This is an optimization exercise on Yosys and OpenROAD, whose aim is small area, a short achievable clock period and few clock cycles per item, not a production implementation.
The RTL was checked by simulation tests, not by an equivalence proof against the original design.
Power figures rest on the tool's default switching activity, not on a simulated workload.

== build 98 ==
==> flow/design.v (excerpt) <==
module el2_exu_div_ctl
  (
   input logic           clk,                        
   input logic           rst_l,                      
   input logic           dp_valid,                   
   input logic           dp_unsign,                  
   input logic           dp_rem,                     
   input logic  [31:0]   dividend,                   
   input logic  [31:0]   divisor,                    
   input logic           cancel,                     
   output logic          finish_dly,                 
   output logic [31:0]   out                         
  );
==> flow/config.mk <==
export PLATFORM = sky130hd
export DESIGN_NAME = el2_exu_div_ctl
export DESIGN_NICKNAME = el2_exu_div_ctl
export VERILOG_FILES = /design/flow/design.v
export SDC_FILE = /design/flow/constraint.sdc
export NUM_CORES = 8
export LEC_CHECK = 0
export CAP_MARGIN = 40
export CORE_MARGIN = 2
export CORE_UTILIZATION = 40
export CTS_CLUSTER_DIAMETER = 200
export CTS_CLUSTER_SIZE = 50
export SETUP_SLACK_MARGIN = 5
export SLEW_MARGIN = 40
export SYNTH_HIERARCHICAL = 1
export SYNTH_MINIMUM_KEEP_SIZE = 0
==> flow/constraint.sdc <==
create_clock -name core_clock -period 12.0 [get_ports {clk}]
set_input_delay 2.4000 -clock core_clock [delete_from_list [all_inputs] [get_ports {clk}]]
set_output_delay 2.4000 -clock core_clock [all_outputs]
set_load 0.01 [all_outputs]
standard.sh (not shown) runs the stock make flow with config.mk's settings and CLKGATE_MAP_FILE= SYNTH_SCRIPT=/design/flow/synth_recipe.tcl, a recipe that flattens the netlist after the stock synthesis.
==> flow/flow/run.sh <==
#!/bin/bash
set -euo pipefail
MARGIN=${MARGIN:-6.8}
PORTBUF=${PORTBUF:-sky130_fd_sc_hd__buf_1}
sed -E -e "s/SETUP_SLACK_MARGIN=[^ ]+/SETUP_SLACK_MARGIN=${MARGIN}/" \
       -e "s/CLKGATE_MAP_FILE= /CLKGATE_MAP_FILE= 'BUFFER_PORTS_ARGS=-buffer_cell ${PORTBUF}' /" \
       standard.sh > standard_mod.sh
grep -q "BUFFER_PORTS_ARGS" standard_mod.sh
bash standard_mod.sh > flow.log 2>&1
Testbench counts of build 98, summed over its fixed seeds: cycles 18,134, items 3,200.
> inputs changed (build 98 -> build 48)
Settings: CTS_CLUSTER_DIAMETER: 200 -> unset; CTS_CLUSTER_SIZE: 50 -> unset.
diff --git a/flow/flow/run.sh b/flow/flow/run.sh
--- a/flow/flow/run.sh
+++ b/flow/flow/run.sh
@@ -1,0 +2,6 @@
+# The standard layout (standard.sh), with these changes in how the layout is made:
+#  - every input and output port still gets its own buffer, but a plain buf_1
+#    (OpenROAD's buffer_ports -buffer_cell) instead of the default delay buffer;
+#    the resizer upsizes it where timing needs;
+#  - any further ORFS variables listed in flow/extra_vars (one NAME=value per line).
+# make's output goes to flow.log; ORFS keeps each step's own log under orfs/logs.
@@ -3 +9 @@
-MARGIN=${MARGIN:-6.8}
+MARGIN=${MARGIN:-6.6}
@@ -4,0 +11,7 @@
+EXTRA="'BUFFER_PORTS_ARGS=-buffer_cell ${PORTBUF}'"
+if [[ -f flow/extra_vars ]]; then
+  while read -r line; do
+    [[ -z "$line" || "$line" == \#* ]] && continue
+    EXTRA="$EXTRA '$line'"
+  done < flow/extra_vars
+fi
@@ -6 +19 @@
-       -e "s/CLKGATE_MAP_FILE= /CLKGATE_MAP_FILE= 'BUFFER_PORTS_ARGS=-buffer_cell ${PORTBUF}' /" \
+       -e "s|CLKGATE_MAP_FILE= |CLKGATE_MAP_FILE= ${EXTRA} |" \
==> flow/flow/extra_vars (new file) <==
SKIP_INCREMENTAL_REPAIR=1
==> results.txt <==
The total power reported for build 48 is smaller than that of build 98 by 7.7%. When build 48 is measured against build 98, its cell depth of the worst flop-to-flop path turns out about 9% lower. In build 48 the global-route wire length before repair turned out about 1.1% lower than in build 98.
The following lists how build 53 was set up differently from build 48:
diff --git a/flow/flow/run.sh b/flow/flow/run.sh
--- a/flow/flow/run.sh
+++ b/flow/flow/run.sh
@@ -9 +9 @@
-MARGIN=${MARGIN:-6.6}
+MARGIN=${MARGIN:-6.8}
==> flow/flow/extra_vars <==
SKIP_INCREMENTAL_REPAIR=1
SKIP_CTS_REPAIR_TIMING=1
--- outcome ---
For worst endpoint required time, build 53 and build 48 come out practically identical. [compare] base=build 48 new=build 53: number of global-route vias before repair about even; setup slack -1.25 ns; power dissipated in sequential cells shrank by about 2%; cell count after synthesis essentially unchanged. Global-route wire length before repair in build 53 vs build 48: down 0.41%. Of the two values seen for start point of the critical path, b_ff[23] was produced by build 53 and b_ff[7] by build 48. Build 48 -> build 53: total power decreased slightly.
diff inputs: build 53 => build 21
==> flow/flow/run.sh <==
#!/bin/bash
set -euo pipefail
MARGIN=${MARGIN:-6.8}
PORTBUF=${PORTBUF:-sky130_fd_sc_hd__buf_1}
sed -E -e "s/SETUP_SLACK_MARGIN=[^ ]+/SETUP_SLACK_MARGIN=${MARGIN}/" \
       -e "s/CLKGATE_MAP_FILE= /CLKGATE_MAP_FILE= 'BUFFER_PORTS_ARGS=-buffer_cell ${PORTBUF}' /" \
       standard.sh > standard_mod.sh
grep -q "BUFFER_PORTS_ARGS" standard_mod.sh
bash standard_mod.sh > flow.log 2>&1
removed: flow/flow/extra_vars
### Flow results
Routed via count divided by cell count came out higher on build 21 than on build 53.
Compared with build 53, build 21 degrades wire length of the first global-routing pass.
Build 53 and build 21 ended up with roughly the same sequential share of layout area.
Number of logic stages on the critical path including buffering (higher): build 53
Diff build 53 -> build 21 | amount of wire on met2 after detailed routing | up by a few percent
Build 21 vs. build 53: minimum period implied by the final worst setup slack went down by 1.46 ns.
Build 21 drops more vias than build 53.
Compared with build 53, build 21 shows routed wire length higher by 1200 um.
Build 21: growth of design area from synthesis to finish 6.4 points above build 53
Register-to-register slack for build 21: 1.51 ns up relative to build 53
Note that the maximum clock frequency recorded for build 53 amounts to 0.78 times the value seen in build 21.

---

el2_exu_div_ctl, a different RTL version from the one above (not shown whole).
Size in the first run: about 1600 cells after synthesis, ~100 I/O pins, roughly 0.013 mm² of cells after synthesis.
==> flow/config.mk <==
export PLATFORM = sky130hd
export DESIGN_NAME = el2_exu_div_ctl
export DESIGN_NICKNAME = el2_exu_div_ctl
export VERILOG_FILES = /design/flow/design.v
export SDC_FILE = /design/flow/constraint.sdc
export NUM_CORES = 8
export LEC_CHECK = 0
export CAP_MARGIN = 40
export CORE_MARGIN = 2
export CORE_UTILIZATION = 40
export SETUP_SLACK_MARGIN = 5
export SLEW_MARGIN = 40
export SYNTH_HIERARCHICAL = 1
export SYNTH_MINIMUM_KEEP_SIZE = 0
==> flow/constraint.sdc <==
create_clock -name core_clock -period 12.0 [get_ports {clk}]
set_input_delay 2.4000 -clock core_clock [delete_from_list [all_inputs] [get_ports {clk}]]
set_output_delay 2.4000 -clock core_clock [all_outputs]
set_load 0.01 [all_outputs]
==> flow/flow/run.sh <==
#!/bin/bash
set -euo pipefail
MARGIN=${MARGIN:-6.8}
PORTBUF=${PORTBUF:-sky130_fd_sc_hd__buf_1}
sed -E -e "s/SETUP_SLACK_MARGIN=[^ ]+/SETUP_SLACK_MARGIN=${MARGIN}/" \
       -e "s/CLKGATE_MAP_FILE= /CLKGATE_MAP_FILE= 'BUFFER_PORTS_ARGS=-buffer_cell ${PORTBUF}' /" \
       standard.sh > standard_mod.sh
grep -q "BUFFER_PORTS_ARGS" standard_mod.sh
bash standard_mod.sh > flow.log 2>&1
The starting point finished clean.
Testbench counts at the start, summed over its fixed seeds: cycles 18,134, items 3,200.
Then changed:
==> flow/flow/run.sh (replaced) <==
#!/bin/bash
set -euo pipefail
MARGIN=${MARGIN:-6.8}
sed -E "s/SETUP_SLACK_MARGIN=[^ ]+/SETUP_SLACK_MARGIN=${MARGIN}/" standard.sh > standard_margin.sh
bash standard_margin.sh > flow.log 2>&1
CORE_UTILIZATION = 25   (was 40)
What happened:
- The changed run finished clean
- setup slack degrades by 0.011 ns
- via count climbs slightly
- sequential cell count does not change
Then changed:
==> flow/flow/run.sh (replaced) <==
#!/bin/bash
set -euo pipefail
MARGIN=${MARGIN:-6.4}
PORTBUF=${PORTBUF:-sky130_fd_sc_hd__buf_1}
sed -E -e "s/SETUP_SLACK_MARGIN=[^ ]+/SETUP_SLACK_MARGIN=${MARGIN}/" \
       -e "s/CLKGATE_MAP_FILE= /CLKGATE_MAP_FILE= 'BUFFER_PORTS_ARGS=-buffer_cell ${PORTBUF}' /" \
       standard.sh > standard_mod.sh
grep -q "BUFFER_PORTS_ARGS" standard_mod.sh
bash standard_mod.sh > flow.log 2>&1
ABC_AREA = 1   (was default)
CORE_UTILIZATION = 40   (was 25)
The new run went through all stages and came out clean.
Cell area drops by 6.1%.
Clock power drops by about 3%.
Sequential cell count stays the same.

## port drivers added, routing unchanged
Ports are ideal in the flow. The routed layouts listed here were re-timed in OpenROAD. Step 1 sets driving cells, clkbuf_16 on the clock port and buf_2 on the other inputs (assumed; they add their load-dependent delay and slew). Step 2 times the ports against the registers' clock, not the clock port: input delays grow and output delays shrink by t, the midpoint of the rising clock arrivals with the driver on. Slacks: no drivers / after step 1 / after step 2; pairs: no drivers / after step 1.
run	shift t [ns]	slack for setup (ns)	worst hold slack (ns)	worst register clock-pin slew, ns	worst slew at a driven data input, ns
build 98	0.418	6.761 / 6.712 / 6.777	0.482 / 0.482 / 0.482	0.08 / 0.08	0.05
build 48	0.417	6.556 / 6.536 / 6.556	0.485 / 0.485 / 0.485	0.08 / 0.08	0.05
build 53	0.421	5.305 / 5.305 / 5.305	0.483 / 0.483 / 0.483	0.08 / 0.08	0.05
build 21	0.418	6.761 / 6.712 / 6.777	0.482 / 0.482 / 0.482	0.08 / 0.08	0.05
the first run of note 2	0.399	6.802 / 6.755 / 6.809	0.467 / 0.467 / 0.467	0.09 / 0.09	0.05
the second run of note 2	0.422	6.791 / 6.769 / 6.769	0.462 / 0.462 / 0.462	0.09 / 0.09	0.05
the third run of note 2	0.411	6.749 / 6.697 / 6.764	0.542 / 0.542 / 0.542	0.09 / 0.09	0.06
After both steps setup and hold are still met in every run listed. The setup slack of the second run of note 2, which loses most, moves by -0.022 ns with the drivers and by -0.022 ns with both steps.
